Background: an optimization exercise with open tools, aiming at small area, a short achievable clock period and few clock cycles per item. Do not read the settings as production practice.
In this exercise RTL edits were held to simulation tests only and were not proved equivalent to the original.
Power and IR drop assume default switching activity.

### flow/design.v
module subordinate #(
    localparam DATA_WIDTH = 32,
    localparam ADDRESS_WIDTH = 4
) (
    input  axi_aclk_in,
    input  axi_aresetn_in,
    input  [ADDRESS_WIDTH-1:0] axi_awaddr_in,
    input  [2:0] axi_awprot_in,
    input  axi_awvalid_in,
    input  [DATA_WIDTH-1:0] axi_wdata_in,
    input  [ADDRESS_WIDTH-1:0] axi_wstrb_in,
    input  axi_wvalid_in,
    input  axi_bready_in,
    input  [ADDRESS_WIDTH-1:0] axi_araddr_in,
    input  [2:0] axi_arprot_in,
    input  axi_arvalid_in,
    input  axi_rready_in,
    output axi_awready_out,
    output axi_wready_out,
    output [1:0] axi_bresp_out,
    output axi_bvalid_out,
    output axi_arready_out,
    output [DATA_WIDTH-1:0] axi_rdata_out,
    output [1:0] axi_rresp_out,
    output axi_rvalid_out
);
    reg [DATA_WIDTH-1:0] r0;
    reg [DATA_WIDTH-1:0] r1;
    reg [DATA_WIDTH-1:0] r2;
    reg [DATA_WIDTH-1:0] r3;
    reg axi_wready;
    reg [1:0] axi_bresp;
    reg axi_bvalid;
    reg axi_arready;
    reg [DATA_WIDTH-1:0] axi_rdata;
    reg [1:0] axi_rresp;
    reg axi_rvalid;
    assign axi_wready_out = axi_wready;
    assign axi_awready_out = axi_wready;
    assign axi_bresp_out = axi_bresp;
    assign axi_bvalid_out = axi_bvalid;
    assign axi_arready_out = axi_arready;
    assign axi_rdata_out = axi_rdata;
    assign axi_rresp_out = axi_rresp;
    assign axi_rvalid_out = axi_rvalid;
    always @(*)
    axi_arready <= !axi_rvalid_out;
    wire should_write;
    assign should_write = axi_wready_out && axi_wvalid_in && axi_wready_out && axi_awvalid_in;
    wire should_read;
    assign should_read = axi_arready_out && axi_arvalid_in && (!axi_rvalid_out);
    always @(posedge axi_aclk_in)
    axi_wready <= axi_aresetn_in && !axi_wready && (axi_awvalid_in && axi_wvalid_in) && (!axi_bvalid_out || axi_bready_in);
    always @(posedge axi_aclk_in)
    if (!axi_aresetn_in) begin
        axi_bvalid <= 0;
        axi_bresp  <= 2'b00;
    end else if (should_write)
        axi_bvalid <= 1;
    else if (axi_bready_in)
        axi_bvalid <= 0;
    always @(posedge axi_aclk_in)
    if (!axi_aresetn_in) begin
        axi_rvalid <= 0;
        axi_rresp <= 2'b00;
    end else if (should_read)
        axi_rvalid <= 1;
    else if (axi_rready_in)
        axi_rvalid <= 0;
	function [DATA_WIDTH-1:0] apply_wstrb;
		input [DATA_WIDTH-1:0]   prev;
		input [DATA_WIDTH-1:0]   data;
		input [DATA_WIDTH/8-1:0] wstrb;
		integer	k;
		for(k=0; k<DATA_WIDTH/8; k=k+1)
		begin
			apply_wstrb[k*8+:8] = wstrb[k] ? data[k*8+:8] : prev[k*8+:8];
		end
	endfunction
    always @(posedge axi_aclk_in)
    if (!axi_aresetn_in) begin
        r0 <= 0;
        r1 <= 0;
        r2 <= 0;
        r3 <= 0;
    end else if (should_write) begin
        case(axi_awaddr_in[3:2])
        2'd0: r0 <= apply_wstrb(r0, axi_wdata_in, axi_wstrb_in);
        2'd1: r1 <= apply_wstrb(r1, axi_wdata_in, axi_wstrb_in);
        2'd2: r2 <= apply_wstrb(r2, axi_wdata_in, axi_wstrb_in);
        2'd3: r3 <= apply_wstrb(r3, axi_wdata_in, axi_wstrb_in);
        endcase
    end
    always @(posedge axi_aclk_in)
    if (!axi_rvalid_out || axi_rready_in) begin
        case(axi_araddr_in[3:2])
        2'd0: axi_rdata <= r0;
        2'd1: axi_rdata <= r1;
        2'd2: axi_rdata <= r2;
        2'd3: axi_rdata <= r3;
        endcase
    end 
endmodule
### flow/config.mk
export PLATFORM = sky130hd
export DESIGN_NAME = subordinate
export DESIGN_NICKNAME = subordinate
export VERILOG_FILES = /design/flow/design.v
export SDC_FILE = /design/flow/constraint.sdc
export NUM_CORES = 4
export LEC_CHECK = 0
export CAP_MARGIN = 20
export CORE_MARGIN = 2
export CORE_UTILIZATION = 40
export SLEW_MARGIN = 20
### flow/constraint.sdc
create_clock -name core_clock -period 2.5 [get_ports {axi_aclk_in}]
set_input_delay 0.5000 -clock core_clock [delete_from_list [all_inputs] [get_ports {axi_aclk_in}]]
set_output_delay 0.5000 -clock core_clock [all_outputs]
set_load 0.01 [all_outputs]
### flow/run.sh
#!/bin/bash
# synth_recipe.tcl (not shown) runs the flow's synth.tcl, then flattens the netlist and writes it again
# the make line also repeats each setting of config.mk as NAME=value (left out here)
make -C /OpenROAD-flow-scripts/flow DESIGN_CONFIG=/design/flow/config.mk WORK_HOME=/design/flow/orfs CLKGATE_MAP_FILE= SYNTH_SCRIPT=/design/flow/synth_recipe.tcl finish
==> impl_summary.log, run 1 <==
[metrics] outcome: complete, no violations
[metrics] leading register cell type out of synthesis: sky130_fd_sc_hd__dfxtp_1
[metrics] routed len/inst: 15.86 um
[metrics] final critical delay including setup and external delays: 1.913 ns
[metrics] total of fill cells in the finished design: 1,443
[metrics] DRC violations left: 0
[metrics] sum of routed wire segments on met1: 6055 um
[metrics] sequential share of the synthesized area: 0.5430
[metrics] crit-path max FO: 6
[metrics] post-synthesis share of cell area spent on and, or, nand and nor gates: 0.1240
[metrics] Hold WS: 0.4554 ns
[metrics] net switching power: 1163 uW
[metrics] post-route ant nets: 0
[metrics] Clock Pin Slew Worst Setup and Hold Paths: 0.06 ns
[metrics] Synth Cell Area: 0.006599 sq mm
[metrics] sink count of the clock tree: 163
[metrics] final weighted congestion of routability-driven global placement: 0.6998
[metrics] starting utilization of the core area: 0.4124
[metrics] max-slew violation total from the final report: 0
[metrics] CP peak stage delay: 0.57 ns
[metrics] EDFF count, synth: 32
[metrics] clock skew after layout: 0.003635 ns
[metrics] Compound-Gate Fraction of Synth Area: 0.002655
[metrics] post-synthesis instance total: 552
[metrics] average footprint of a synthesized cell: 11.95 sq um
[metrics] number of warnings printed during yosys synthesis: 1
[metrics] H-tree depth: 4
[metrics] first-pass GRT wire length: 22,940 um
[metrics] category of the worst setup path capture point: output port
[metrics] count of placed standard cells in the final layout, fillers left out: 876
[metrics] CP Cell Sequence: clkdlybuf4s50_1
[metrics] routed wire length on met2: 6873 um
[metrics] Post-CTS Setup Repair Bufs: 0
[metrics] ratio of total power to cell area: 661.9 mW/mm^2
[metrics] Total Neg Setup Slack: 0 ns
[metrics] P_int: 4356 uW
[metrics] kind of cell with the highest combined delay on the critical path: buffers and inverters
[metrics] Critical path buffers and inverters: 1
[metrics] TritonCTS clock tree: yes
[metrics] largest net degree at the start of global routing: 52
[metrics] adder and majority gate portion of the synthesized area: 0
[metrics] Pwr Total: 5519 uW
[metrics] number of nets at the end of the flow: 704
[metrics] final worst path period share: 0.7654
[metrics] number of diodes: 0
[metrics] Worst Path Class, Setup: flop to output port
[metrics] share of cells above drive strength 1: 0.1545
[metrics] post-synth top area cell: sky130_fd_sc_hd__dfxtp_1
[metrics] length of routed met3 wiring: 709 um
[metrics] combined area of the multi-input logic cells: 0.002855 sq mm
[metrics] detailed placer's ending HPWL: 9030 um
[metrics] floorplan row count: 46
[metrics] antenna violations before repair: 0
[metrics] Max Clk Rate: 522.6 MHz
[metrics] synth unique cells: 21
[metrics] #FFs+latches synth: 163
[metrics] data arrival at the endpoint of the critical path: 1.41 ns
[metrics] Async SR Flop Fraction: 0
[metrics] highest routed metal layer: met4
[metrics] unrepaired setup endpoints after global routing: false
[metrics] launching element type of the critical path: flop
[metrics] Vias/cell: 4.943
[metrics] Hold Fails Final Rpt: 0
[metrics] number of buffers on the longest clock path: 2
[metrics] Starting DRT DRC Count: 175
[metrics] worst-skew pair later-pin latency: 0.42 ns
[metrics] clock buffer count from CTS: 17
[metrics] area share of the largest cell type after synthesis: 0.3974
[metrics] # port buffers: 83
[metrics] Switching Fraction: 0.2108
[metrics] die area: 0.01754 sq mm
[metrics] xor and xnor fraction of the mapped netlist area: 0
[metrics] largest cells by area after synthesis: sky130_fd_sc_hd__dfxtp_1 40%, sky130_fd_sc_hd__mux2i_1 19%, sky130_fd_sc_hd__edfxtp_1 15%
[metrics] Lkg Pwr: 0.002850 uW
[metrics] main combinational cell family by area after synthesis: multiplexers
[metrics] post-cts repair resize count: 0
[metrics] setup violators final: 0
[metrics] Finished Core Util: 0.5211
[metrics] part of the total power dissipated in sequential elements: 0.493
[metrics] clock tree root driver cell: sky130_fd_sc_hd__clkbuf_16
[metrics] GRT Util Overall: 0.1666
[metrics] area growth from synthesis to layout: 26.36%
[metrics] maximum vdd drop: 0.0004427 V
[metrics] CORE AREA: 0.01600 sq mm
[metrics] detailed-router iteration count before antenna repair: 4
[metrics] I/O pin count: 98
[metrics] Hold/Removal Path Class: flop to flop
[metrics] clock power share: 0.445
[metrics] global route overflow: 0
[metrics] FF/Latch Area: 0.003583 sq mm
[metrics] total wirelength of the detailed-routed design: 13,890 um
[metrics] Via Count: 4,330
[metrics] top cells by instance count after synthesis: 162 x sky130_fd_sc_hd__nand2_1, 131 x sky130_fd_sc_hd__dfxtp_1, 128 x sky130_fd_sc_hd__mux2i_1
[metrics] overall die height: 132.4 um
[metrics] mux share of post-synthesis cell area: 0.3034
[metrics] number of global-route vias before repair: 4,523
[metrics] cell at the slowest stage of the critical path: sky130_fd_sc_hd__clkdlybuf4s50_1
[metrics] worst path required time: 2.00 ns
[metrics] dominant cell by count in the synthesized netlist: sky130_fd_sc_hd__nand2_1
[metrics] Die Span X: 132.4 um
[metrics] cts-stage hold buffer count: 0
[metrics] maximum capacitance violations: 0
[metrics] share of power burned in combinational logic: 0.062
[metrics] cell count after placement: 844
-- worst paths after layout --
| check | from | endpoint | slack [ns] | depth (start not counted) |
|---|---|---|---|---|
| setup / recovery | axi_wready | axi_awready_out | 0.59 | 1 |
| hold / removal | r1[13] | r1[13] | 0.46 | 2 |
| setup reg to reg | axi_wready | r1[2] | 1.00 | 4 |
| hold reg to reg | r1[13] | r1[13] | 0.46 | 2 |
-- routing by layer --
layer | GRT usage | vias up
met4 | 0.07049 | 0
met3 | 0.03908 | 19
met1 | 0.2091 | 2110
met2 | 0.2763 | 95
met5 | 0 | -
li1 | - | 2106
-- logic make-up after synthesis --
kind of cell / Yosys count
AO/OA/AOI/OAI: 2
buffers and inverters: 34
flip-flops: 163
multiplexers: 160
other: 1
AND/OR/NAND/NOR: 192
-- metrics by stage --
stage | instance area [sq um] | setup WS [ns]
6_report | 8338 | 0.5866
5_1_grt | 8338 | 0.5034
4_1_cts | 8338 | 0.5653
3_5_place_dp | 7771 | 0.3750
3_3_place_gp | 7771 | 0.4669
2_1_floorplan | 6610 | 0.7853
-- sequential cells by signal (all words and copies together) (netlist names) --
register / count
axi_wready: 1
axi_bvalid: 1
axi_rvalid: 1
axi_rdata: 32
r3: 32
r0: 32
r1: 32
r2: 32
-- layout make-up --
class	instances	area share
repair buffers	106	0.1270
inverters	1	0.0004502
flip-flops and latches	163	0.4298
clock buffers	29	0.06603
well taps	216	0.03241
clock inverters	3	0.001951
multi-input cells	358	0.3424
-- power by group through the flow --
| stage | clock (uW) | sequential [uW] | combinational, uW |
|---|---|---|---|
| after floorplan | 0 | 2790 | 151 |
| after global placement | 0 | 2780 | 340 |
| after detailed placement | 0 | 2780 | 345 |
| after CTS | 2510 | 2720 | 346 |
| after global routing | 2610 | 2720 | 367 |
| final | 2460 | 2720 | 341 |
-- cell usage in the layout, fill, tap and decap left out, drive strengths merged --
cell and n:
o211a 1, nand3 7, nand2 162, mux4 32, dfxtp 131, nand3b 4, clkdlybuf4s50 81, mux2i 128
clkbuf 29, inv 1, edfxtp 32, nor3b 1, a21boi 1, nor3 2, buf 25, nand2b 2
clkinv 2, clkinvlp 1, conb 4, nor2 14
Testbench counts, summed over its fixed seeds: cycles 2,568, items 2,560.
==> inputs of run 2 (changes only) <==
==> flow/design.v (replaced) <==
module subordinate #(
    localparam DATA_WIDTH = 32,
    localparam ADDRESS_WIDTH = 4
) (
    input  axi_aclk_in,
    input  axi_aresetn_in,
    input  [ADDRESS_WIDTH-1:0] axi_awaddr_in,
    input  [2:0] axi_awprot_in,
    input  axi_awvalid_in,
    input  [DATA_WIDTH-1:0] axi_wdata_in,
    input  [ADDRESS_WIDTH-1:0] axi_wstrb_in,
    input  axi_wvalid_in,
    input  axi_bready_in,
    input  [ADDRESS_WIDTH-1:0] axi_araddr_in,
    input  [2:0] axi_arprot_in,
    input  axi_arvalid_in,
    input  axi_rready_in,
    output axi_awready_out,
    output axi_wready_out,
    output [1:0] axi_bresp_out,
    output axi_bvalid_out,
    output axi_arready_out,
    output [DATA_WIDTH-1:0] axi_rdata_out,
    output [1:0] axi_rresp_out,
    output axi_rvalid_out
);
    reg [4*DATA_WIDTH-1:0] regs;
    wire write = axi_awvalid_in && axi_wvalid_in;
    assign axi_awready_out = axi_wvalid_in;
    assign axi_wready_out  = axi_awvalid_in;
    wire [DATA_WIDTH-1:0] wd = axi_wdata_in & {DATA_WIDTH{axi_aresetn_in}};
    integer n, k;
    always @(posedge axi_aclk_in)
        for (n = 0; n < 4; n = n + 1)
            for (k = 0; k < DATA_WIDTH/8; k = k + 1)
                if (!axi_aresetn_in || (write && axi_awaddr_in[3:2] == n && axi_wstrb_in[k]))
                    regs[n*DATA_WIDTH+k*8+:8] <= wd[k*8+:8];
    reg       bvalid;
    reg [2:0] bq;
    wire      bslot = !bvalid || axi_bready_in;
    always @(posedge axi_aclk_in)
        if (!axi_aresetn_in) begin
            bvalid <= 1'b0;
            bq     <= 3'd0;
        end else if (bslot) begin
            bvalid <= write || (bq != 3'd0);
            bq     <= (bq != 3'd0) ? bq - 3'd1 + {2'b00, write} : 3'd0;
        end else begin
            bq     <= bq + {2'b00, write};
        end
    assign axi_bvalid_out = bvalid;
    assign axi_bresp_out  = 2'b00;
    reg                  rvalid;
    reg [DATA_WIDTH-1:0] rdata;
    wire rslot = !rvalid || axi_rready_in;
    assign axi_arready_out = rslot;
    always @(posedge axi_aclk_in)
        if (!axi_aresetn_in)
            rvalid <= 1'b0;
        else if (rslot)
            rvalid <= axi_arvalid_in;
    always @(posedge axi_aclk_in)
        if (rslot)
            rdata <= regs[axi_araddr_in[3:2]*DATA_WIDTH+:DATA_WIDTH];
    assign axi_rvalid_out = rvalid;
    assign axi_rdata_out  = rdata;
    assign axi_rresp_out  = 2'b00;
endmodule
==> flow/flow/run.sh (new file) <==
#!/bin/bash
# Standard ORFS layout, with plain buffers (instead of the default delay
# cells) on the ports.
set -euo pipefail
export BUFFER_PORTS_ARGS="-buffer_cell sky130_fd_sc_hd__buf_1"
bash standard.sh > flow_make.log 2>&1
==> flow/standard.sh (new file) <==
#!/bin/bash
# synth_recipe.tcl (not shown) runs the flow's synth.tcl, then flattens the netlist and writes it again
# the make line also repeats each setting of config.mk as NAME=value (left out here)
make -C /OpenROAD-flow-scripts/flow DESIGN_CONFIG=/design/flow/config.mk WORK_HOME=/design/flow/orfs CLKGATE_MAP_FILE= SYNTH_SCRIPT=/design/flow/synth_recipe.tcl "${@:-finish}"
removed: flow/run.sh
==> run 2 against run 1 <==
Effect of this change:
- routed wire length fell by 22%
- clock power fell by 11%
- final area fell by 12%
- count of clock-buffer cells in the layout fell by 6
- cell count fell by 28%
==> impl_summary.log, run 2 <==
[metrics] outcome: complete, no violations
[metrics] overall die height: 129.9 um (-2.0%)
[metrics] Post-CTS Setup Repair Bufs: 0 (unchanged)
[metrics] synth unique cells: 28 (+33%)
[metrics] post-cts repair resize count: 0 (unchanged)
[metrics] post-synthesis instance total: 312 (-43%)
[metrics] largest net degree at the start of global routing: 33 (-37%)
[metrics] number of nets at the end of the flow: 465 (-34%)
[metrics] Die Span X: 129.9 um (-2.0%)
[metrics] dominant cell by count in the synthesized netlist: sky130_fd_sc_hd__edfxtp_1
[metrics] detailed placer's ending HPWL: 7000 um (-22%)
[metrics] Async SR Flop Fraction: 0 (unchanged)
[metrics] antenna violations before repair: 0 (unchanged)
[metrics] number of warnings printed during yosys synthesis: 1 (unchanged)
[metrics] total of fill cells in the finished design: 1,364 (-5.5%)
[metrics] # port buffers: 83 (unchanged)
[metrics] CP peak stage delay: 0.31 ns (-0.26 ns)
[metrics] sink count of the clock tree: 165 (+1.2%)
[metrics] post-route ant nets: 0 (unchanged)
[metrics] total wirelength of the detailed-routed design: 10,840 um (-22%)
[metrics] setup violators final: 0 (unchanged)
[metrics] maximum vdd drop: 0.0005044 V (+14%)
[metrics] Synth Cell Area: 0.006336 sq mm (-4.0%)
[metrics] area share of the largest cell type after synthesis: 0.7583 (+0.3609)
[metrics] ratio of total power to cell area: 843.9 mW/mm^2 (+27%)
[metrics] max-slew violation total from the final report: 0 (unchanged)
[metrics] global route overflow: 0 (unchanged)
[metrics] number of diodes: 0 (unchanged)
[metrics] most common library cell in the layout ignoring fill and taps: sky130_fd_sc_hd__edfxtp_1
[metrics] top cells by instance count after synthesis: 160 x sky130_fd_sc_hd__edfxtp_1, 36 x sky130_fd_sc_hd__nand2_1, 32 x sky130_fd_sc_hd__and2_1
[metrics] Max Clk Rate: 664.1 MHz (+27%)
[metrics] top library cells by usage in the layout, fill and taps aside: 160 x sky130_fd_sc_hd__edfxtp_1, 80 x sky130_fd_sc_hd__buf_1, 36 x sky130_fd_sc_hd__nand2_1
[metrics] I/O pin count: 98 (unchanged)
[metrics] clock buffer count from CTS: 17 (unchanged)
[metrics] CP Cell Sequence: nand2b_2 -> buf_1
[metrics] sequential share of the synthesized area: 0.7741 (+0.2311)
[metrics] first-pass GRT wire length: 16,410 um (-28%)
[metrics] launching element type of the critical path: flop
[metrics] Starting DRT DRC Count: 258 (+47%)
[metrics] category of the worst setup path capture point: output port
[metrics] largest register by flop count: regs
[metrics] data arrival at the endpoint of the critical path: 1.01 ns (-0.40 ns)
[metrics] post-synth top area cell: sky130_fd_sc_hd__edfxtp_1
[metrics] largest cells by area after synthesis: sky130_fd_sc_hd__edfxtp_1 76%, sky130_fd_sc_hd__mux4_2 11%, sky130_fd_sc_hd__and2_1 3.2%
[metrics] number of buffers on the longest clock path: 2 (unchanged)
[metrics] worst path required time: 2.00 ns (about the same)
[metrics] DRC violations left: 0 (unchanged)
[metrics] detailed-router iteration count before antenna repair: 4 (unchanged)
[metrics] kind of cell with the highest combined delay on the critical path: flip-flops
[metrics] Critical path buffers and inverters: 1 (unchanged)
[metrics] CORE AREA: 0.01566 sq mm (-2.2%)
[metrics] share of cells above drive strength 1: 0.1463 (-0.008262)
[metrics] count of placed standard cells in the final layout, fillers left out: 633 (-28%)
[metrics] cell count after placement: 601 (-29%)
[metrics] Lkg Pwr: 0.002482 uW (-13%)
[metrics] area growth from synthesis to layout: 15.60%
[metrics] final worst path period share: 0.6023 (-0.1630)
[metrics] leading register cell type out of synthesis: sky130_fd_sc_hd__edfxtp_1
[metrics] Total Neg Setup Slack: 0 ns (unchanged)
[metrics] top flop regs: regs x128, rdata x32, bq x3
[metrics] starting utilization of the core area: 0.4047 (-0.007686)
[metrics] final critical delay including setup and external delays: 1.506 ns (-0.4076 ns)
[metrics] worst-skew pair later-pin latency: 0.41 ns (about the same)
[metrics] EDFF count, synth: 160 (+400%)
[metrics] average footprint of a synthesized cell: 20.31 sq um (+70%)
[metrics] crit-path max FO: 5 (-1)
[metrics] cts-stage hold buffer count: 0 (unchanged)
[metrics] clock skew after layout: 0.006455 ns (+0.002820 ns)
[metrics] cell at the slowest stage of the critical path: sky130_fd_sc_hd__dfxtp_1
[metrics] TritonCTS clock tree: yes
[metrics] unrepaired setup endpoints after global routing: false
[metrics] final weighted congestion of routability-driven global placement: 0.7045 (+0.67%)
[metrics] Hold Fails Final Rpt: 0 (unchanged)
[metrics] #FFs+latches synth: 165 (+1.2%)
[metrics] clock tree root driver cell: sky130_fd_sc_hd__clkbuf_16
[metrics] die area: 0.01686 sq mm (-3.9%)
[metrics] routed len/inst: 17.13 um (+8.0%)
[metrics] Clock Pin Slew Worst Setup and Hold Paths: 0.06 ns (about the same)
[metrics] Worst Path Class, Setup: flop to output port
[metrics] floorplan row count: 46 (unchanged)
[metrics] H-tree depth: 4 (unchanged)
[metrics] max FFs per register: 128
[metrics] GRT Util Overall: 0.1376 (-0.02903)
[metrics] number of global-route vias before repair: 3,094 (-32%)
[metrics] maximum capacitance violations: 0 (unchanged)
[metrics] Via Count: 2,966 (-32%)
[metrics] Hold/Removal Path Class: input pin to flop
[metrics] Vias/cell: 4.686 (-5.2%)
## run 2: cell count changes after synthesis, sizes merged, moves of 7 or more
cell	change
and2	+32
nand3	-7
buf	-12
dfxtp	-126
nand2	-126
mux2i	-128
nor2	-14
edfxtp	+128
## run 2: logic make-up (layout without fill, tap and decap cells)
| group | Yosys count | in the layout | share of synthesized area |
|---|---|---|---|
| muxes | 32 | 32 | 0.1149 |
| AOI/OAI and AO/OA | 7 | 7 | 0.008294 |
| DFF | 165 | 165 | 0.7741 |
| adders and majority gates | 4 | 4 | 0.007899 |
| buffers and inverters | 23 | 125 | 0.02666 |
| other | 1 | 4 | 0.0005918 |
| and+or+nand+nor | 80 | 80 | 0.06754 |
## run 2: metal layers
metal  GRT usage  part of all wire  wire length (um)  vias to the layer above
met5           0                 0                 0                        -
met4     0.07337             0.021               227                        0
met3     0.03690             0.039               418                       16
met2      0.2402              0.53              5751                       74
met1      0.1546              0.41              4448                     1467
li1            -                 -                 -                     1409
## run 2: final timing paths
| check | startpoint | endpoint | slack [ns] | cells after the start |
|---|---|---|---|---|
| min reg2reg | bq[2] | bq[2] | 0.51 | 1 |
| max reg2reg | bq[0] | bq[1] | 1.02 | 5 |
| max | rvalid | axi_arready_out | 0.99 | 2 |
| min | axi_arvalid_in | rvalid | 0.30 | 3 |
## run 2: tightest hold or removal path: cells and delay by family
kind / cells / cell delay (ns)
AOI/OAI and AO/OA: 1 / 0.06
buffers and inverters: 2 / 0.11
## run 2: power by group
group | internal [uW] | switching [uW]
registers | 3370 | 89.7
clock network | 1240 | 935
logic | 246 | 304
total | 4850 | 1330
## run 2: through the flow
| step | worst slack, ns | total power, uW | instance area (sq um) | hold slack [ns] | utilization |
|---|---|---|---|---|---|
| finish | 0.9942 | 6181 | 7325 | 0.2996 | 0.4679 |
| global route | 0.9290 | 6427 | 7325 | 0.3186 | 0.4679 |
| CTS | 0.9676 | 6254 | 7325 | 0.2785 | 0.4679 |
| detailed placement | 0.6370 | 4077 | 6839 | 0.4985 | 0.4369 |
| global placement | 0.6938 | 4043 | 6839 | 0.4953 | 0.4369 |
| floorplan | 0.6038 | 3881 | 6347 | 0.4729 | - |
## run 2: final cells by class
cell class	instances	area [sq um]	share of cell area
repair buffers	89	372.9	0.05091
flip-flops and latches	165	4905	0.6696
inverters	4	15.01	0.002050
clock inverters	9	37.54	0.005125
well taps	216	270.3	0.03690
multi-input cells	127	1276	0.1742
clock buffers	23	447.9	0.06115
Testbench counts of run 2, summed over its fixed seeds: cycles 1,288, items 2,560.
==> inputs of run 3 (changes only) <==
--- a/flow/config.mk
+++ b/flow/config.mk
@@ -9,3 +9,4 @@
 export CORE_MARGIN = 2
 export CORE_UTILIZATION = 40
+export CTS_BUF_LIST = sky130_fd_sc_hd__clkbuf_4
 export SLEW_MARGIN = 20
==> run 3 against run 2 <==
Effect of this change:
- critical path type unchanged
- still clean
- largest power group unchanged
- final area is 3.7% lower
- routed wire length decreased by 0.39%
- hold slack worse by 0.15 ns
- clock skew up 0.0084 ns
- cell count rose by 0.16%
- worst setup slack got worse by 0.16 ns
- clock power is 43% lower
- global-route usage about the same
==> impl_summary.log, run 3 <==
[metrics] clock tree root driver cell: sky130_fd_sc_hd__clkbuf_4
[metrics] I/O pin count: 98 (unchanged)
[metrics] category of the worst setup path capture point: output port
[metrics] die area: 0.01686 sq mm (unchanged)
[metrics] largest cells by area after synthesis: sky130_fd_sc_hd__edfxtp_1 76%, sky130_fd_sc_hd__mux4_2 11%, sky130_fd_sc_hd__and2_1 3.2%
[metrics] floorplan row count: 46 (unchanged)
[metrics] starting utilization of the core area: 0.4047 (unchanged)
[metrics] average footprint of a synthesized cell: 20.31 sq um (unchanged)
[metrics] post-synth top area cell: sky130_fd_sc_hd__edfxtp_1
[metrics] Synth Cell Area: 0.006336 sq mm (unchanged)
[metrics] post-route ant nets: 0 (unchanged)
[metrics] number of buffers on the longest clock path: 2 (unchanged)
[metrics] Async SR Flop Fraction: 0 (unchanged)
[metrics] max-slew violation total from the final report: 0 (unchanged)
[metrics] net switching power: 1210 uW (-9.0%)
[metrics] leading register cell type out of synthesis: sky130_fd_sc_hd__edfxtp_1
[metrics] overall die height: 129.9 um (unchanged)
[metrics] P_int: 4038 uW (-17%)
[metrics] sink count of the clock tree: 165 (unchanged)
[metrics] Die Span X: 129.9 um (unchanged)
[metrics] Total Neg Setup Slack: 0 ns (unchanged)
[metrics] Starting DRT DRC Count: 269 (+4.3%)
[metrics] post-cts repair resize count: 0 (unchanged)
[metrics] launching element type of the critical path: flop
[metrics] number of global-route vias before repair: 3,072 (-0.71%)
[metrics] xor and xnor fraction of the mapped netlist area: 0 (unchanged)
[metrics] # port buffers: 83 (unchanged)
[metrics] synth unique cells: 28 (unchanged)
[metrics] share of cells above drive strength 1: 0.1607 (+0.01439)
[metrics] Hold Fails Final Rpt: 0 (unchanged)
[metrics] CP Cell Sequence: nand2b_2 -> buf_1
[metrics] EDFF count, synth: 160 (unchanged)
[metrics] clock skew after layout: 0.01482 ns (+0.008363 ns)
[metrics] worst-skew pair later-pin latency: 0.55 ns (+0.14 ns)
[metrics] top cells by instance count after synthesis: 160 x sky130_fd_sc_hd__edfxtp_1, 36 x sky130_fd_sc_hd__nand2_1, 32 x sky130_fd_sc_hd__and2_1
[metrics] Max Clk Rate: 599.5 MHz (-9.7%)
[metrics] detailed-router iteration count before antenna repair: 4 (unchanged)
[metrics] final worst path period share: 0.6672 (+0.06490)
[metrics] Hold Path Depth: 3 (unchanged)
[metrics] total wirelength of the detailed-routed design: 10,800 um (-0.39%)
[metrics] Worst Path Class, Setup: flop to output port
[metrics] clock buffer count from CTS: 17 (unchanged)
[metrics] unrepaired setup endpoints after global routing: false
[metrics] crit-path max FO: 5 (unchanged)
[metrics] post-synthesis instance total: 312 (unchanged)
[metrics] number of nets at the end of the flow: 465 (unchanged)
[metrics] mux share of post-synthesis cell area: 0.1149 (unchanged)
[metrics] top flop regs: regs x128, rdata x32, bq x3
[metrics] TritonCTS clock tree: yes
[metrics] DRC violations left: 0 (unchanged)
[metrics] Via Count: 2,967 (+0.034%)
[metrics] sequential share of the synthesized area: 0.7741 (unchanged)
[metrics] register-to-register setup slack: 1.00 ns (-0.02 ns)
[metrics] max FFs per register: 128 (unchanged)
[metrics] reg2reg path depth: 5 (unchanged)
[metrics] largest register by flop count: regs
[metrics] H-tree depth: 4 (unchanged)
[metrics] data arrival at the endpoint of the critical path: 1.17 ns (+0.16 ns)
[metrics] CORE AREA: 0.01566 sq mm (unchanged)
[metrics] first-pass GRT wire length: 16,340 um (-0.42%)
[metrics] most common library cell in the layout ignoring fill and taps: sky130_fd_sc_hd__edfxtp_1
[metrics] Lkg Pwr: 0.002371 uW (-4.5%)
[metrics] number of warnings printed during yosys synthesis: 1 (unchanged)
[metrics] adder and majority gate portion of the synthesized area: 0.007899 (unchanged)
[metrics] Vias/cell: 4.680 (-0.12%)
[metrics] Compound-Gate Fraction of Synth Area: 0.008294 (unchanged)
[metrics] post-synthesis share of cell area spent on and, or, nand and nor gates: 0.06754 (unchanged)
[metrics] Switching Fraction: 0.2305 (+0.01556)
[metrics] routed len/inst: 17.04 um (-0.54%)
[metrics] maximum vdd drop: 0.0002696 V (-47%)
[metrics] antenna violations before repair: 1 (+1)
[metrics] Post-CTS Setup Repair Bufs: 0 (unchanged)
[metrics] part of the total power dissipated in sequential elements: 0.657 (+0.098)
[metrics] instance area at placement: 0.006839 sq mm (unchanged)
[metrics] maximum capacitance violations: 0 (unchanged)
[metrics] global route overflow: 0 (unchanged)
[metrics] outcome: complete, no violations
[metrics] worst path required time: 2.00 ns (about the same)
[metrics] main combinational cell family by area after synthesis: multiplexers
[metrics] #FFs+latches synth: 165 (unchanged)
[metrics] clock power share: 0.238 (-0.114)
[metrics] Hold/Removal Path Class: input pin to flop
[metrics] final critical delay including setup and external delays: 1.668 ns (+0.1622 ns)
[metrics] top library cells by usage in the layout, fill and taps aside: 160 x sky130_fd_sc_hd__edfxtp_1, 80 x sky130_fd_sc_hd__buf_1, 36 x sky130_fd_sc_hd__nand2_1
[metrics] final weighted congestion of routability-driven global placement: 0.7045 (unchanged)
[metrics] dominant cell by count in the synthesized netlist: sky130_fd_sc_hd__edfxtp_1
[metrics] setup violators final: 0 (unchanged)
[metrics] ratio of total power to cell area: 744.2 mW/mm^2 (-12%)
[metrics] largest net degree at the start of global routing: 33 (unchanged)
[metrics] fin area: 0.007052 sq mm (-3.7%)
[metrics] total of fill cells in the finished design: 1,399 (+2.6%)
[metrics] Clock Pin Slew Worst Setup and Hold Paths: 0.12 ns (+0.06 ns)
[metrics] area growth from synthesis to layout: 11.30%
[metrics] GRT Util Overall: 0.1380 (+0.0003577)
[metrics] cell at the slowest stage of the critical path: sky130_fd_sc_hd__dfxtp_1
[metrics] share of power burned in combinational logic: 0.105 (+0.016)
[metrics] detailed placer's ending HPWL: 7000 um (unchanged)
[metrics] area share of the largest cell type after synthesis: 0.7583 (unchanged)
[metrics] cts-stage hold buffer count: 0 (unchanged)
[metrics] CP peak stage delay: 0.34 ns (+0.03 ns)
## run 3: changes by cell type in the layout (fill, tap and decap cells not counted)
cell,previous run,this run
sky130_fd_sc_hd__clkbuf_4,0,23
sky130_fd_sc_hd__clkbuf_16,17,0
sky130_fd_sc_hd__clkbuf_1,6,0
sky130_fd_sc_hd__diode_2,0,1
## run 3: metrics by stage
step                  util  hold slack [ns]  instances  power, uW  worst slack [ns]
floorplan                -           0.4729        315       3881            0.6038
global placement    0.4369           0.4953        601       4043            0.6938
detailed placement  0.4369           0.4985        601       4077            0.6370
CTS                 0.4503          0.09283        633       5320            0.7726
global route        0.4504           0.1337        634       5490            0.7341
finish              0.4504           0.1468        634       5248            0.8320
## run 3: area by class of cell
type	count	area, sq um	share of cell area
diodes	1	2.502	0.0003549
clock buffers	23	172.7	0.02449
well taps	216	270.3	0.03833
clock inverters	9	37.54	0.005323
multi-input cells	127	1276	0.1810
inverters	4	15.01	0.002129
flip-flops and latches	165	4905	0.6955
repair buffers	89	372.9	0.05287
## run 3: worst max-delay path, delay by kind of cell, from the launching register on
family	cells	cell delay (ns)
flops	1	0.34
buf+inv	1	0.16
simple gates	1	0.12
## run 3: power by group through the flow
| stage | sequential, uW | combinational [uW] | clock [uW] |
|---|---|---|---|
| 5_1_grt | 3480 | 613 | 1400 |
| 3_3_place_gp | 3500 | 546 | 0 |
| 4_1_cts | 3450 | 565 | 1300 |
| 6_report | 3450 | 551 | 1250 |
| 3_5_place_dp | 3520 | 561 | 0 |
| 2_1_floorplan | 3530 | 349 | 0 |
## run 3: path summary, 6_finish.rpt
| check | start | to |
|---|---|---|
| worst max register to register | bq[0] | bq[1] |
| worst min-delay path | axi_arvalid_in | rvalid |
| worst max-delay path | rvalid | axi_arready_out |
| worst min register to register | bq[2] | bq[2] |
## run 3: metal layers
metal,vias up,share of wire,track usage
li1,1407,-,-
met1,1471,0.40,0.1529
met2,71,0.53,0.2405
met3,18,0.043,0.04059
met4,0,0.026,0.07337
met5,-,0,0
## run 3: cells by family after synthesis
group | after synthesis
AO/OA/AOI/OAI | 7
adder cells (fa/ha/maj) | 4
buffers and inverters | 23
flip-flops | 165
multiplexers | 32
other | 1
AND/OR/NAND/NOR | 80
==> inputs of run 4 (changes only) <==
--- a/flow/config.mk
+++ b/flow/config.mk
@@ -9,4 +9,5 @@
 export CORE_MARGIN = 2
 export CORE_UTILIZATION = 40
-export CTS_BUF_LIST = sky130_fd_sc_hd__clkbuf_4
+export CTS_BUF_LIST = sky130_fd_sc_hd__clkbuf_8
+export CTS_CLUSTER_SIZE = 30
 export SLEW_MARGIN = 20
==> run 4 against run 3 <==
Effect of this change:
- critical path depth unchanged
- sequential share of layout area decreased by 0.79 points
- count of clock-buffer cells in the layout decreased by 6
- combinational power about the same
- non-clock buffer count unchanged
- final area increased by 1.2%
- cell count decreased by 0.16%
- clock power increased by about 20%
- clock skew decreased by 0.0054 ns
- maximum frequency increased by 7.4%
- sequential power about the same
- hold slack improved by 0.11 ns
- highest routed layer unchanged
==> impl_summary.log, run 4 <==
[metrics] share of cells above drive strength 1: 0.1463 (-0.01439)
[metrics] post-synth top area cell: sky130_fd_sc_hd__edfxtp_1
[metrics] register-to-register setup slack: 1.01 ns (about the same)
[metrics] Hold Path Depth: 3 (unchanged)
[metrics] CORE AREA: 0.01566 sq mm (unchanged)
[metrics] combined area of the multi-input logic cells: 0.001276 sq mm (unchanged)
[metrics] Post-CTS Setup Repair Bufs: 0 (unchanged)
[metrics] Finished Core Util: 0.4556 (+0.005195)
[metrics] number of warnings printed during yosys synthesis: 1 (unchanged)
[metrics] top library cells by usage in the layout, fill and taps aside: 160 x sky130_fd_sc_hd__edfxtp_1, 80 x sky130_fd_sc_hd__buf_1, 36 x sky130_fd_sc_hd__nand2_1
[metrics] leading register cell type out of synthesis: sky130_fd_sc_hd__edfxtp_1
[metrics] DRC violations left: 0 (unchanged)
[metrics] worst-skew pair later-pin latency: 0.45 ns (-0.10 ns)
[metrics] clock skew after layout: 0.009454 ns (-0.005364 ns)
[metrics] dominant cell by count in the synthesized netlist: sky130_fd_sc_hd__edfxtp_1
[metrics] category of the worst setup path capture point: output port
[metrics] post-synthesis instance total: 312 (unchanged)
[metrics] Starting DRT DRC Count: 251 (-6.7%)
[metrics] final critical delay including setup and external delays: 1.553 ns (-0.1148 ns)
[metrics] Via Count: 2,948 (-0.64%)
[metrics] post-cts repair resize count: 0 (unchanged)
[metrics] largest cells by area after synthesis: sky130_fd_sc_hd__edfxtp_1 76%, sky130_fd_sc_hd__mux4_2 11%, sky130_fd_sc_hd__and2_1 3.2%
[metrics] number of buffers on the longest clock path: 2 (unchanged)
[metrics] #FFs+latches synth: 165 (unchanged)
[metrics] maximum capacitance violations: 0 (unchanged)
[metrics] outcome: complete, no violations
[metrics] Worst R2R Start: bq[0]
[metrics] Clock Pin Slew Worst Setup and Hold Paths: 0.08 ns (-0.04 ns)
[metrics] I/O pin count: 98 (unchanged)
[metrics] Die Span X: 129.9 um (unchanged)
[metrics] CP peak stage delay: 0.32 ns (-0.02 ns)
[metrics] maximum vdd drop: 0.0003499 V (+30%)
[metrics] cts-stage hold buffer count: 0 (unchanged)
[metrics] Hold Fails Final Rpt: 0 (unchanged)
[metrics] # port buffers: 83 (unchanged)
[metrics] TritonCTS clock tree: yes
[metrics] Worst Path Class, Setup: flop to output port
[metrics] number of global-route vias before repair: 3,074 (+0.065%)
[metrics] top flop regs: regs x128, rdata x32, bq x3
[metrics] final worst path period share: 0.6213 (-0.04590)
[metrics] detailed placer's ending HPWL: 7000 um (unchanged)
[metrics] launching element type of the critical path: flop
[metrics] Max Clk Rate: 643.8 MHz (+7.4%)
[metrics] Synth Cell Area: 0.006336 sq mm (unchanged)
[metrics] number of nets at the end of the flow: 465 (unchanged)
[metrics] clock tree root driver cell: sky130_fd_sc_hd__clkbuf_8
[metrics] Hold/Removal Path Class: input pin to flop
[metrics] number of diodes: 0 (-1)
[metrics] floorplan row count: 46 (unchanged)
[metrics] sink count of the clock tree: 165 (unchanged)
[metrics] post-route ant nets: 0 (unchanged)
[metrics] final weighted congestion of routability-driven global placement: 0.7045 (unchanged)
[metrics] max FFs per register: 128 (unchanged)
[metrics] Lkg Pwr: 0.002419 uW (+2.0%)
[metrics] starting utilization of the core area: 0.4047 (unchanged)
[metrics] largest register by flop count: regs
[metrics] area share of the largest cell type after synthesis: 0.7583 (unchanged)
[metrics] top cells by instance count after synthesis: 160 x sky130_fd_sc_hd__edfxtp_1, 36 x sky130_fd_sc_hd__nand2_1, 32 x sky130_fd_sc_hd__and2_1
[metrics] detailed-router iteration count before antenna repair: 4 (unchanged)
[metrics] most common library cell in the layout ignoring fill and taps: sky130_fd_sc_hd__edfxtp_1
[metrics] reg2reg path depth: 5 (unchanged)
[metrics] total wirelength of the detailed-routed design: 10,900 um (+0.87%)
[metrics] unrepaired setup endpoints after global routing: false
[metrics] cell at the slowest stage of the critical path: sky130_fd_sc_hd__dfxtp_1
[metrics] total of fill cells in the finished design: 1,393 (-0.43%)
[metrics] antenna violations before repair: 0 (-1)
[metrics] first-pass GRT wire length: 16,340 um (unchanged)
[metrics] EDFF count, synth: 160 (unchanged)
[metrics] clock buffer count from CTS: 17 (unchanged)
[metrics] min-delay src: axi_arvalid_in
[metrics] FF/Latch Area: 0.004905 sq mm (unchanged)
[metrics] data arrival at the endpoint of the critical path: 1.05 ns (-0.12 ns)
[metrics] CP Cell Sequence: nand2b_2 -> buf_1
[metrics] overall die height: 129.9 um (unchanged)
[metrics] Hold Crit Endpoint: rvalid
[metrics] die area: 0.01686 sq mm (unchanged)
[metrics] area growth from synthesis to layout: 12.58%
[metrics] worst flop-to-flop path endpoint: bq[1]
[metrics] average footprint of a synthesized cell: 20.31 sq um (unchanged)
[metrics] ratio of total power to cell area: 771.4 mW/mm^2 (+3.7%)
[metrics] routed len/inst: 17.21 um (+1.0%)
[metrics] largest net degree at the start of global routing: 33 (unchanged)
[metrics] sequential share of the synthesized area: 0.7741 (unchanged)
[metrics] GRT Util Overall: 0.1381 (about the same)
[metrics] crit-path max FO: 5 (unchanged)
[metrics] global route overflow: 0 (unchanged)
[metrics] Total Neg Setup Slack: 0 ns (unchanged)
[metrics] max-slew violation total from the final report: 0 (unchanged)
[metrics] synth unique cells: 28 (unchanged)
[metrics] Vias/cell: 4.657 (-0.48%)
[metrics] Async SR Flop Fraction: 0 (unchanged)
[metrics] setup violators final: 0 (unchanged)
[metrics] worst path required time: 2.00 ns (about the same)
[metrics] H-tree depth: 4 (unchanged)
## run 4: cell families after synthesis
family,synth area share
flops,0.7741
simple gates,0.06754
mux,0.1149
buf+inv,0.02666
compound gates,0.008294
fa+ha+maj,0.007899
other cells,0.0005918
## run 4: worst max path at each step
| stage | from | end | cells after the start |
|---|---|---|---|
| final | rvalid | axi_arready_out | 2 |
| after global routing | rvalid | axi_arready_out | 2 |
| after CTS | rvalid | axi_arready_out | 2 |
| after detailed placement | axi_wvalid_in | regs[32] | 4 |
| after global placement | axi_wvalid_in | bq[1] | 6 |
| after floorplan | axi_rready_in | axi_arready_out | 1 |
## run 4: through the flow
step | cells | area, sq um | setup slack [ns] | total power (uW) | hold slack [ns]
2_1_floorplan | 315 | 6347 | 0.6038 | 3881 | 0.4729
3_3_place_gp | 601 | 6839 | 0.6938 | 4043 | 0.4953
4_1_cts | 633 | 7133 | 0.9119 | 5567 | 0.2259
6_report | 633 | 7133 | 0.9467 | 5502 | 0.2553
3_5_place_dp | 601 | 6839 | 0.6370 | 4077 | 0.4985
5_1_grt | 633 | 7133 | 0.8779 | 5738 | 0.2709
## run 4: report_power, final
part           internal [uW]  switching [uW]
sequential              3360            90.0
combinational            246             305
clock                    635             866
total                   4240            1260
## run 4: worst max-delay path: cells and delay by family (launching register included)
family,cells,cell delay (ns)
buf+inv,1,0.16
simple gates,1,0.12
flops,1,0.32
## run 4: routing by layer
metal | track usage | part of all wire
met5 | 0 | 0
met2 | 0.2384 | 0.53
met3 | 0.03936 | 0.045
met1 | 0.1552 | 0.41
met4 | 0.07527 | 0.024
## run 4: final cells by class
cell class,instances,share of cell area
inverter,4,0.002105
timing repair buffer,89,0.05227
tap,216,0.03789
multi-input combinational,127,0.1789
clock buffer,17,0.03280
sequential,165,0.6876
clock inverter,15,0.008420
==> inputs of run 5 (changes only) <==
==> flow/run.sh (new file) <==
#!/bin/bash
# synth_recipe.tcl (not shown) runs the flow's synth.tcl, then flattens the netlist and writes it again
# the make line also repeats each setting of config.mk as NAME=value (left out here)
make -C /OpenROAD-flow-scripts/flow DESIGN_CONFIG=/design/flow/config.mk WORK_HOME=/design/flow/orfs CLKGATE_MAP_FILE= SYNTH_SCRIPT=/design/flow/synth_recipe.tcl finish
--- a/flow/config.mk
+++ b/flow/config.mk
@@ -9,5 +9,3 @@
 export CORE_MARGIN = 2
 export CORE_UTILIZATION = 40
-export CTS_BUF_LIST = sky130_fd_sc_hd__clkbuf_8
-export CTS_CLUSTER_SIZE = 30
 export SLEW_MARGIN = 20
removed: flow/flow/run.sh
removed: flow/standard.sh
==> run 5 against run 4 <==
Effect of this change:
- count of clock-buffer cells in the layout grew 5
- routed wire length grew 0.86%
- utilization up 5.1 points
- critical endpoint unchanged
- largest cell class unchanged
==> impl_summary.log, run 5 <==
[metrics] Lkg Pwr: 0.002724 uW (+13%)
[metrics] crit-path max FO: 2 (-3)
[metrics] post-route ant nets: 0 (unchanged)
[metrics] final critical delay including setup and external delays: 2.128 ns (+0.5746 ns)
[metrics] sequential share of the synthesized area: 0.7741 (unchanged)
[metrics] largest cells by area after synthesis: sky130_fd_sc_hd__edfxtp_1 76%, sky130_fd_sc_hd__mux4_2 11%, sky130_fd_sc_hd__and2_1 3.2%
[metrics] max FFs per register: 128 (unchanged)
[metrics] number of nets at the end of the flow: 464 (-0.22%)
[metrics] number of global-route vias before repair: 3,182 (+3.5%)
[metrics] clock tree root driver cell: sky130_fd_sc_hd__clkbuf_16
[metrics] floorplan row count: 46 (unchanged)
[metrics] category of the worst setup path capture point: output port
[metrics] average footprint of a synthesized cell: 20.31 sq um (unchanged)
[metrics] antenna violations before repair: 0 (unchanged)
[metrics] global route overflow: 0 (unchanged)
[metrics] area share of the largest cell type after synthesis: 0.7583 (unchanged)
[metrics] top flop regs: regs x128, rdata x32, bq x3
[metrics] most common library cell in the layout ignoring fill and taps: sky130_fd_sc_hd__edfxtp_1
[metrics] share of cells above drive strength 1: 0.1514 (+0.005159)
[metrics] Hold Fails Final Rpt: 0 (unchanged)
[metrics] largest net degree at the start of global routing: 39 (+18%)
[metrics] max-slew violation total from the final report: 0 (unchanged)
[metrics] remaining max-slew budget at the tightest pin: 0.5873
[metrics] Worst Path Class, Setup: input pin to output port
[metrics] largest register by flop count: regs
[metrics] I/O pin count: 98 (unchanged)
[metrics] Post-CTS Setup Repair Bufs: 0 (unchanged)
[metrics] Hold/Removal Path Class: flop to flop
[metrics] detailed-router iteration count before antenna repair: 4 (unchanged)
[metrics] Slew @ Worst Pin: 0.6191 ns
[metrics] number of buffers on the longest clock path: 2 (unchanged)
[metrics] starting utilization of the core area: 0.4047 (unchanged)
[metrics] Clock Pin Slew Worst Setup and Hold Paths: 0.06 ns (-0.02 ns)
[metrics] launching element type of the critical path: input pin
[metrics] routed len/inst: 17.39 um (+1.0%)
[metrics] post-synthesis instance total: 312 (unchanged)
[metrics] maximum capacitance violations: 0 (unchanged)
[metrics] top library cells by usage in the layout, fill and taps aside: 160 x sky130_fd_sc_hd__edfxtp_1, 81 x sky130_fd_sc_hd__clkdlybuf4s50_1, 36 x sky130_fd_sc_hd__nand2_1
[metrics] dominant cell by count in the synthesized netlist: sky130_fd_sc_hd__edfxtp_1
[metrics] area growth from synthesis to layout: 25.08%
[metrics] maximum vdd drop: 0.0004627 V (+32%)
[metrics] leading register cell type out of synthesis: sky130_fd_sc_hd__edfxtp_1
[metrics] clock skew after layout: 0.008285 ns (-0.001169 ns)
[metrics] unrepaired setup endpoints after global routing: false
[metrics] CP peak stage delay: 0.54 ns (+0.22 ns)
[metrics] Finished Core Util: 0.5062 (+0.05059)
[metrics] synth unique cells: 28 (unchanged)
[metrics] Critical path buffers and inverters: 2 (+1)
[metrics] instance area at placement: 0.007350 sq mm (+7.5%)
[metrics] Async SR Flop Fraction: 0 (unchanged)
[metrics] data arrival at the endpoint of the critical path: 1.63 ns (+0.58 ns)
[metrics] worst-skew pair later-pin latency: 0.41 ns (-0.04 ns)
[metrics] EDFF count, synth: 160 (unchanged)
[metrics] clock buffer count from CTS: 17 (unchanged)
[metrics] count of placed standard cells in the final layout, fillers left out: 632 (-0.16%)
[metrics] Max Clk Rate: 470.0 MHz (-27%)
[metrics] Total Neg Setup Slack: 0 ns (unchanged)
[metrics] final weighted congestion of routability-driven global placement: 0.6853 (-2.7%)
[metrics] CP Cell Sequence: clkdlybuf4s50_1 -> nand2b_2 -> clkdlybuf4s50_1
[metrics] Starting DRT DRC Count: 320 (+27%)
[metrics] CP most frequent cell: sky130_fd_sc_hd__clkdlybuf4s50_1
[metrics] Via Count: 2,981 (+1.1%)
[metrics] #FFs+latches synth: 165 (unchanged)
[metrics] DRC violations left: 0 (unchanged)
[metrics] final worst path period share: 0.8511 (+0.2298)
[metrics] cell count after placement: 600 (-0.17%)
[metrics] fin area: 0.007925 sq mm (+11%)
[metrics] setup violators final: 0 (unchanged)
[metrics] worst path required time: 2.00 ns (about the same)
[metrics] H-tree depth: 4 (unchanged)
[metrics] ratio of total power to cell area: 842.5 mW/mm^2 (+9.2%)
[metrics] sink count of the clock tree: 165 (unchanged)
[metrics] die area: 0.01686 sq mm (unchanged)
[metrics] outcome: complete, no violations
[metrics] cts-stage hold buffer count: 0 (unchanged)
[metrics] min-delay src: bq[2]
[metrics] post-synth top area cell: sky130_fd_sc_hd__edfxtp_1
[metrics] number of diodes: 0 (unchanged)
[metrics] GRT Util Overall: 0.1405 (+0.002452)
[metrics] top cells by instance count after synthesis: 160 x sky130_fd_sc_hd__edfxtp_1, 36 x sky130_fd_sc_hd__nand2_1, 32 x sky130_fd_sc_hd__and2_1
[metrics] Vias/cell: 4.717 (+1.3%)
[metrics] TritonCTS clock tree: yes
[metrics] # port buffers: 83 (unchanged)
[metrics] beginning of the critical path: axi_rready_in
[metrics] CORE AREA: 0.01566 sq mm (unchanged)
[metrics] Synth Cell Area: 0.006336 sq mm (unchanged)
[metrics] overall die height: 129.9 um (unchanged)
[metrics] total wirelength of the detailed-routed design: 10,990 um (+0.86%)
[metrics] first-pass GRT wire length: 17,120 um (+4.8%)
[metrics] Worst R2R Start: bq[0]
[metrics] Die Span X: 129.9 um (unchanged)
[metrics] kind of cell with the highest combined delay on the critical path: buffers and inverters
[metrics] detailed placer's ending HPWL: 6977 um (-0.34%)
[metrics] cell at the slowest stage of the critical path: sky130_fd_sc_hd__clkdlybuf4s50_1
[metrics] number of warnings printed during yosys synthesis: 1 (unchanged)
[metrics] post-cts repair resize count: 0 (unchanged)
==> run 5: cell counts after synthesis <==
Identical to the previous run, type by type.
==> run 5: worst paths after layout <==
path	endpoint	slack, ns	depth (start not counted)
max	axi_arready_out	0.37	3
min	bq[2]	0.53	1
max reg2reg	bq[1]	1.04	5
min reg2reg	bq[2]	0.53	1
==> run 5: cell families (layout without fill, tap and decap cells) <==
group,Yosys count,in the layout,synth area share
buf+inv,23,124,0.02666
simple gates,80,80,0.06754
mux,32,32,0.1149
flops,165,165,0.7741
compound gates,7,7,0.008294
other cells,1,4,0.0005918
fa+ha+maj,4,4,0.007899
==> run 5: worst register-to-register path, stage by stage (launching register included) <==
cell,delay [ns]
sky130_fd_sc_hd__dfxtp_1,0.37
sky130_fd_sc_hd__inv_1,0.06
sky130_fd_sc_hd__ha_1,0.19
sky130_fd_sc_hd__ha_1,0.26
sky130_fd_sc_hd__or3_1,0.35
sky130_fd_sc_hd__a21boi_0,0.15
==> run 5: power by group <==
part / internal, uW / switching, uW
combinational: 394 / 304
clock: 1560 / 962
sequential: 3360 / 91.3
==> run 5: routing by layer <==
| metal | wire [um] | GRT usage | vias up |
|---|---|---|---|
| li1 | - | - | 1402 |
| met1 | 4572 | 0.1746 | 1487 |
| met2 | 5726 | 0.2393 | 82 |
| met3 | 539 | 0.03731 | 10 |
| met4 | 151 | 0.04997 | 0 |
| met5 | 0 | 0 | - |
==> run 5: stage by stage <==
stage | total power [uW] | hold slack (ns) | setup WS (ns)
after floorplan | 3881 | 0.4729 | 0.6038
after global placement | 4200 | 0.5077 | 0.3085
after global routing | 6944 | 0.5518 | 0.3389
after CTS | 6753 | 0.5290 | 0.3675
final | 6677 | 0.5326 | 0.3721
after detailed placement | 4228 | 0.5137 | 0.2954
==> run 5: layout make-up <==
class | count | area, sq um
Fill cell | 1280 | 7730
Sequential cell | 165 | 4905
Multi-Input combinational cell | 127 | 1276
Timing Repair Buffer | 88 | 883.3
Clock buffer | 22 | 444.2
Tap cell | 216 | 270.3
Clock inverter | 10 | 131.4
Inverter | 4 | 15.01
==> inputs of run 6 (changes only) <==
==> flow/flow/run.sh (new file) <==
#!/bin/bash
# Standard ORFS layout, with plain buffers (instead of the default delay
# cells) on the ports. ORFS logs stay under orfs/logs; make's own output
# goes to flow_make.log.
set -euo pipefail
export BUFFER_PORTS_ARGS="-buffer_cell sky130_fd_sc_hd__buf_1"
export CTS_ARGS="-sink_clustering_enable -repair_clock_nets -root_buf sky130_fd_sc_hd__clkbuf_8 -buf_list sky130_fd_sc_hd__clkbuf_8 -sink_clustering_size 24 -sink_clustering_max_diameter 100 -sink_clustering_levels 1"
bash standard.sh > flow_make.log 2>&1
==> flow/standard.sh (new file) <==
#!/bin/bash
# synth_recipe.tcl (not shown) runs the flow's synth.tcl, then flattens the netlist and writes it again
# the make line also repeats each setting of config.mk as NAME=value (left out here)
make -C /OpenROAD-flow-scripts/flow DESIGN_CONFIG=/design/flow/config.mk WORK_HOME=/design/flow/orfs CLKGATE_MAP_FILE= SYNTH_SCRIPT=/design/flow/synth_recipe.tcl "${@:-finish}"
removed: flow/run.sh
==> run 6 against run 5 <==
Effect of this change:
- still clean
- sequential power barely moved
- cell count rose by 0.16%
- synthesized cell count did not move
- sequential share of layout area rose by 6.9 points
- hold slack got worse by 0.28 ns
- total power fell by 18%
- clock skew rose by 0.0012 ns
- global-route usage fell by 0.25 points
- non-clock buffer count rose by 1
- maximum frequency rose by 37%
- flip-flop and latch count did not move
==> impl_summary.log, run 6 <==
[metrics] outcome: complete, no violations
[metrics] cts-stage hold buffer count: 0 (unchanged)
[metrics] number of diodes: 0 (unchanged)
[metrics] post-synth top area cell: sky130_fd_sc_hd__edfxtp_1
[metrics] floorplan row count: 46 (unchanged)
[metrics] max-slew violation total from the final report: 0 (unchanged)
[metrics] Async SR Flop Fraction: 0 (unchanged)
[metrics] data arrival at the endpoint of the critical path: 1.05 ns (-0.58 ns)
[metrics] global route overflow: 0 (unchanged)
[metrics] area growth from synthesis to layout: 12.58%
[metrics] beginning of the critical path: rvalid
[metrics] dominant cell by count in the synthesized netlist: sky130_fd_sc_hd__edfxtp_1
[metrics] Starting DRT DRC Count: 251 (-22%)
[metrics] Via Count: 2,948 (-1.1%)
[metrics] number of global-route vias before repair: 3,074 (-3.4%)
[metrics] Total Neg Setup Slack: 0 ns (unchanged)
[metrics] cell at the slowest stage of the critical path: sky130_fd_sc_hd__dfxtp_1
[metrics] clock tree root driver cell: sky130_fd_sc_hd__clkbuf_8
[metrics] crit-path max FO: 5 (+3)
[metrics] share of cells above drive strength 1: 0.1463 (-0.005159)
[metrics] leading register cell type out of synthesis: sky130_fd_sc_hd__edfxtp_1
[metrics] number of buffers on the longest clock path: 2 (unchanged)
[metrics] detailed placer's ending HPWL: 7000 um (+0.34%)
[metrics] Hold Fails Final Rpt: 0 (unchanged)
[metrics] die area: 0.01686 sq mm (unchanged)
[metrics] final weighted congestion of routability-driven global placement: 0.7045 (+2.8%)
[metrics] I/O pin count: 98 (unchanged)
[metrics] post-route ant nets: 0 (unchanged)
[metrics] H-tree depth: 4 (unchanged)
[metrics] worst path required time: 2.00 ns (about the same)
[metrics] Lkg Pwr: 0.002419 uW (-11%)
[metrics] starting utilization of the core area: 0.4047 (unchanged)
[metrics] final worst path period share: 0.6213 (-0.2298)
[metrics] #FFs+latches synth: 165 (unchanged)
[metrics] worst flop-to-flop path endpoint: bq[1]
[metrics] Vias/cell: 4.657 (-1.3%)
[metrics] routed len/inst: 17.21 um (-1.0%)
[metrics] Clock Pin Slew Worst Setup and Hold Paths: 0.08 ns (+0.02 ns)
[metrics] CP Cell Sequence: nand2b_2 -> buf_1
[metrics] max FFs per register: 128 (unchanged)
[metrics] first-pass GRT wire length: 16,340 um (-4.6%)
[metrics] DRC violations left: 0 (unchanged)
[metrics] setup violators final: 0 (unchanged)
[metrics] largest net degree at the start of global routing: 33 (-15%)
[metrics] unrepaired setup endpoints after global routing: false
[metrics] largest register by flop count: regs
[metrics] Hold/Removal Path Class: input pin to flop
[metrics] end point of the critical path: axi_arready_out
[metrics] most common library cell in the layout ignoring fill and taps: sky130_fd_sc_hd__edfxtp_1
[metrics] register-to-register setup slack: 1.01 ns (-0.03 ns)
[metrics] top cells by instance count after synthesis: 160 x sky130_fd_sc_hd__edfxtp_1, 36 x sky130_fd_sc_hd__nand2_1, 32 x sky130_fd_sc_hd__and2_1
[metrics] launching element type of the critical path: flop
[metrics] GRT Util Overall: 0.1381 (-0.002452)
[metrics] clock buffer count from CTS: 17 (unchanged)
[metrics] cell count after placement: 601 (+0.17%)
[metrics] maximum vdd drop: 0.0003499 V (-24%)
[metrics] detailed-router iteration count before antenna repair: 4 (unchanged)
[metrics] ratio of total power to cell area: 771.4 mW/mm^2 (-8.4%)
[metrics] Die Span X: 129.9 um (unchanged)
[metrics] Synth Cell Area: 0.006336 sq mm (unchanged)
[metrics] synth unique cells: 28 (unchanged)
[metrics] Final Worst Setup Slack: 0.9467 ns (+0.5746 ns)
[metrics] top library cells by usage in the layout, fill and taps aside: 160 x sky130_fd_sc_hd__edfxtp_1, 80 x sky130_fd_sc_hd__buf_1, 36 x sky130_fd_sc_hd__nand2_1
[metrics] number of warnings printed during yosys synthesis: 1 (unchanged)
[metrics] sequential share of the synthesized area: 0.7741 (unchanged)
[metrics] count of placed standard cells in the final layout, fillers left out: 633 (+0.16%)
[metrics] Max Clk Rate: 643.8 MHz (+37%)
[metrics] Worst Setup Slack post-DPL: 0.6370 ns (+0.3416 ns)
[metrics] reg2reg path depth: 5 (unchanged)
[metrics] # port buffers: 83 (unchanged)
[metrics] overall die height: 129.9 um (unchanged)
[metrics] TritonCTS clock tree: yes
[metrics] CP peak stage delay: 0.32 ns (-0.22 ns)
[metrics] worst-skew pair later-pin latency: 0.45 ns (+0.04 ns)
[metrics] category of the worst setup path capture point: output port
[metrics] EDFF count, synth: 160 (unchanged)
[metrics] Post-CTS Setup Repair Bufs: 0 (unchanged)
[metrics] clock skew after layout: 0.009454 ns (+0.001169 ns)
[metrics] maximum capacitance violations: 0 (unchanged)
[metrics] CORE AREA: 0.01566 sq mm (unchanged)
[metrics] sink count of the clock tree: 165 (unchanged)
[metrics] post-synthesis instance total: 312 (unchanged)
[metrics] largest cells by area after synthesis: sky130_fd_sc_hd__edfxtp_1 76%, sky130_fd_sc_hd__mux4_2 11%, sky130_fd_sc_hd__and2_1 3.2%
[metrics] antenna violations before repair: 0 (unchanged)
[metrics] final critical delay including setup and external delays: 1.553 ns (-0.5746 ns)
[metrics] area share of the largest cell type after synthesis: 0.7583 (unchanged)
[metrics] average footprint of a synthesized cell: 20.31 sq um (unchanged)
[metrics] total wirelength of the detailed-routed design: 10,900 um (-0.86%)
[metrics] Worst R2R Start: bq[0]
[metrics] Finished Core Util: 0.4556 (-0.05059)
[metrics] post-cts repair resize count: 0 (unchanged)
[metrics] Worst Path Class, Setup: flop to output port
[metrics] top flop regs: regs x128, rdata x32, bq x3
[metrics] number of nets at the end of the flow: 465 (+0.22%)
==> run 6: final cells by class <==
class                      count  area, sq um
fill                        1393         8522
sequential                   165         4905
multi-input combinational    127         1276
timing repair buffer          89        372.9
tap                          216        270.3
clock buffer                  17        234.0
clock inverter                15        60.06
inverter                       4        15.01
==> run 6: routing by layer <==
metal | part of all wire | track usage | wire length [um] | vias to the layer above
met5 | 0 | 0 | 0 | -
met2 | 0.53 | 0.2384 | 5725 | 70
met4 | 0.024 | 0.07527 | 257 | 0
li1 | - | - | - | 1406
met3 | 0.045 | 0.03936 | 492 | 19
met1 | 0.41 | 0.1552 | 4420 | 1453
==> run 6: cell families (layout without fill, tap and decap cells) <==
family	count (synthesis)	in the layout	share of synthesized area
adder cells (fa/ha/maj)	4	4	0.007899
multiplexers	32	32	0.1149
AO/OA/AOI/OAI	7	7	0.008294
AND/OR/NAND/NOR	80	80	0.06754
other	1	4	0.0005918
flip-flops	165	165	0.7741
buffers and inverters	23	125	0.02666
==> run 6: worst max-delay path, delay by kind of cell (launching register included) <==
family,cells,cell delay (ns)
DFF,1,0.32
and+or+nand+nor,1,0.12
buffers and inverters,1,0.16
==> run 6: where the power goes <==
part	switching (uW)	internal [uW]	leakage (uW)
logic	305	246	0.000629
clock network	866	635	0.000175
registers	90.0	3360	0.00161
==> run 6: how the worst min path moves through the flow <==
| stage | start | to | slack (ns) | depth (start not counted) |
|---|---|---|---|---|
| 4_1_cts | axi_arvalid_in | rvalid | 0.23 | 3 |
| 6_report | axi_arvalid_in | rvalid | 0.26 | 3 |
| 2_1_floorplan | bq[2] | bq[2] | 0.47 | 1 |
| 3_3_place_gp | bq[2] | bq[2] | 0.50 | 1 |
| 3_5_place_dp | bq[2] | bq[2] | 0.50 | 1 |
| 5_1_grt | axi_arvalid_in | rvalid | 0.27 | 3 |
==> run 6: per-stage QoR <==
stage	instance area (sq um)	hold slack (ns)	power, uW
after floorplan	6347	0.4729	3881
after global placement	6839	0.4953	4043
after detailed placement	6839	0.4985	4077
after CTS	7133	0.2259	5567
after global routing	7133	0.2709	5738
final	7133	0.2553	5502
==> inputs of run 7 (changes only) <==
==> flow/flow/run.sh (replaced) <==
#!/bin/bash
# Standard ORFS layout, with plain buffers (instead of the default delay
# cells) on the ports. ORFS logs stay under orfs/logs; make's own output
# goes to flow_make.log.
set -euo pipefail
export BUFFER_PORTS_ARGS="-buffer_cell sky130_fd_sc_hd__buf_1"
export CTS_ARGS="-sink_clustering_enable -repair_clock_nets -root_buf sky130_fd_sc_hd__clkbuf_16 -buf_list sky130_fd_sc_hd__clkbuf_16 -sink_clustering_size 50 -sink_clustering_max_diameter 300"
bash standard.sh > flow_make.log 2>&1
==> run 7 against run 6 <==
Effect of this change:
- routed wire length shrank 0.67%
- non-clock buffer count unchanged
- worst setup slack improved by 0.046 ns
- clock skew fell by 0.0035 ns
- clock power rose by 43%
- synthesized cell count is the same
- first-iteration DRC count increased by 18%
- die area unchanged
- critical path type unchanged
- sequential power is essentially flat
- largest power group unchanged
==> impl_summary.log, run 7 <==
[metrics] kind of cell with the highest combined delay on the critical path: flip-flops
[metrics] Hold/Removal Path Class: input pin to flop
[metrics] cts-stage hold buffer count: 0 (unchanged)
[metrics] Die Span X: 129.9 um (unchanged)
[metrics] top cells by instance count after synthesis: 160 x sky130_fd_sc_hd__edfxtp_1, 36 x sky130_fd_sc_hd__nand2_1, 32 x sky130_fd_sc_hd__and2_1
[metrics] setup violators final: 0 (unchanged)
[metrics] post-cts repair resize count: 0 (unchanged)
[metrics] ratio of total power to cell area: 840.8 mW/mm^2 (+9.0%)
[metrics] Lkg Pwr: 0.002507 uW (+3.6%)
[metrics] starting utilization of the core area: 0.4047 (unchanged)
[metrics] sequential share of the synthesized area: 0.7741 (unchanged)
[metrics] Worst Setup Slack post-DPL: 0.6370 ns (unchanged)
[metrics] crit-path max FO: 5 (unchanged)
[metrics] count of placed standard cells in the final layout, fillers left out: 633 (unchanged)
[metrics] final worst path period share: 0.6031 (-0.01825)
[metrics] post-synth top area cell: sky130_fd_sc_hd__edfxtp_1
[metrics] Worst R2R Start: bq[0]
[metrics] category of the worst setup path capture point: output port
[metrics] antenna violations before repair: 0 (unchanged)
[metrics] dominant cell by count in the synthesized netlist: sky130_fd_sc_hd__edfxtp_1
[metrics] max-slew violation total from the final report: 0 (unchanged)
[metrics] Via Count: 2,954 (+0.20%)
[metrics] worst path required time: 2.00 ns (about the same)
[metrics] TritonCTS clock tree: yes
[metrics] average footprint of a synthesized cell: 20.31 sq um (unchanged)
[metrics] global route overflow: 0 (unchanged)
[metrics] area growth from synthesis to layout: 15.60%
[metrics] cell at the slowest stage of the critical path: sky130_fd_sc_hd__dfxtp_1
[metrics] unrepaired setup endpoints after global routing: false
[metrics] area share of the largest cell type after synthesis: 0.7583 (unchanged)
[metrics] share of cells above drive strength 1: 0.1463 (unchanged)
[metrics] largest net degree at the start of global routing: 33 (unchanged)
[metrics] final critical delay including setup and external delays: 1.508 ns (-0.04562 ns)
[metrics] outcome: complete, no violations
-- run 7: cell counts after synthesis --
No cell type changed its count.
-- run 7: layout make-up --
class	instances	share of cell area
clock buffer	17	0.05808
clock inverter	15	0.008200
inverter	4	0.002050
multi-input combinational	127	0.1742
sequential	165	0.6696
tap	216	0.03690
timing repair buffer	89	0.05091
-- run 7: cells by family after synthesis --
| kind of cell | Yosys count | synth area share |
|---|---|---|
| compound gates | 7 | 0.008294 |
| fa+ha+maj | 4 | 0.007899 |
| buf+inv | 23 | 0.02666 |
| flops | 165 | 0.7741 |
| mux | 32 | 0.1149 |
| other cells | 1 | 0.0005918 |
| simple gates | 80 | 0.06754 |
-- run 7: worst max-delay path by stage --
stage	start	endpoint	slack, ns	depth (start not counted)
floorplan	axi_rready_in	axi_arready_out	0.60	1
global placement	axi_wvalid_in	bq[1]	0.69	6
detailed placement	axi_wvalid_in	regs[32]	0.64	4
CTS	rvalid	axi_arready_out	0.97	2
global route	rvalid	axi_arready_out	0.93	2
finish	rvalid	axi_arready_out	0.99	2
-- run 7: stage by stage --
| step | utilization | power (uW) |
|---|---|---|
| 3_5_place_dp | 0.4369 | 4077 |
| 6_report | 0.4679 | 6158 |
| 2_1_floorplan | - | 3881 |
| 5_1_grt | 0.4679 | 6404 |
| 4_1_cts | 0.4679 | 6230 |
| 3_3_place_gp | 0.4369 | 4043 |
-- run 7: report_power, final --
part	internal (uW)	leakage (uW)	switching, uW
sequential	3370	0.00161	89.5
clock	1220	0.000263	937
combinational	246	0.000629	304
total	4830	0.00251	1330
-- run 7: layer usage --
| layer | GRT usage | vias up | part of all wire |
|---|---|---|---|
| met5 | 0 | - | 0 |
| met4 | 0.07337 | 0 | 0.023 |
| met1 | 0.1546 | 1456 | 0.41 |
| met3 | 0.03690 | 17 | 0.040 |
| met2 | 0.2402 | 69 | 0.53 |
| li1 | - | 1412 | - |
-- run 7: worst reg2reg max path, cell delays in order (launching register included) --
cell                       delay, ns
sky130_fd_sc_hd__dfxtp_1        0.37
sky130_fd_sc_hd__inv_1          0.06
sky130_fd_sc_hd__ha_1           0.20
sky130_fd_sc_hd__ha_1           0.26
sky130_fd_sc_hd__or3_1          0.36
sky130_fd_sc_hd__a21boi_0       0.17

Setup slack of run 7, layout unchanged: 0.992 ns with ideal ports, 0.954 ns with driving cells assumed (clock clkbuf_16, inputs buf_2), 0.643 ns with port delays also shifted by the 0.450 ns mid clock arrival.
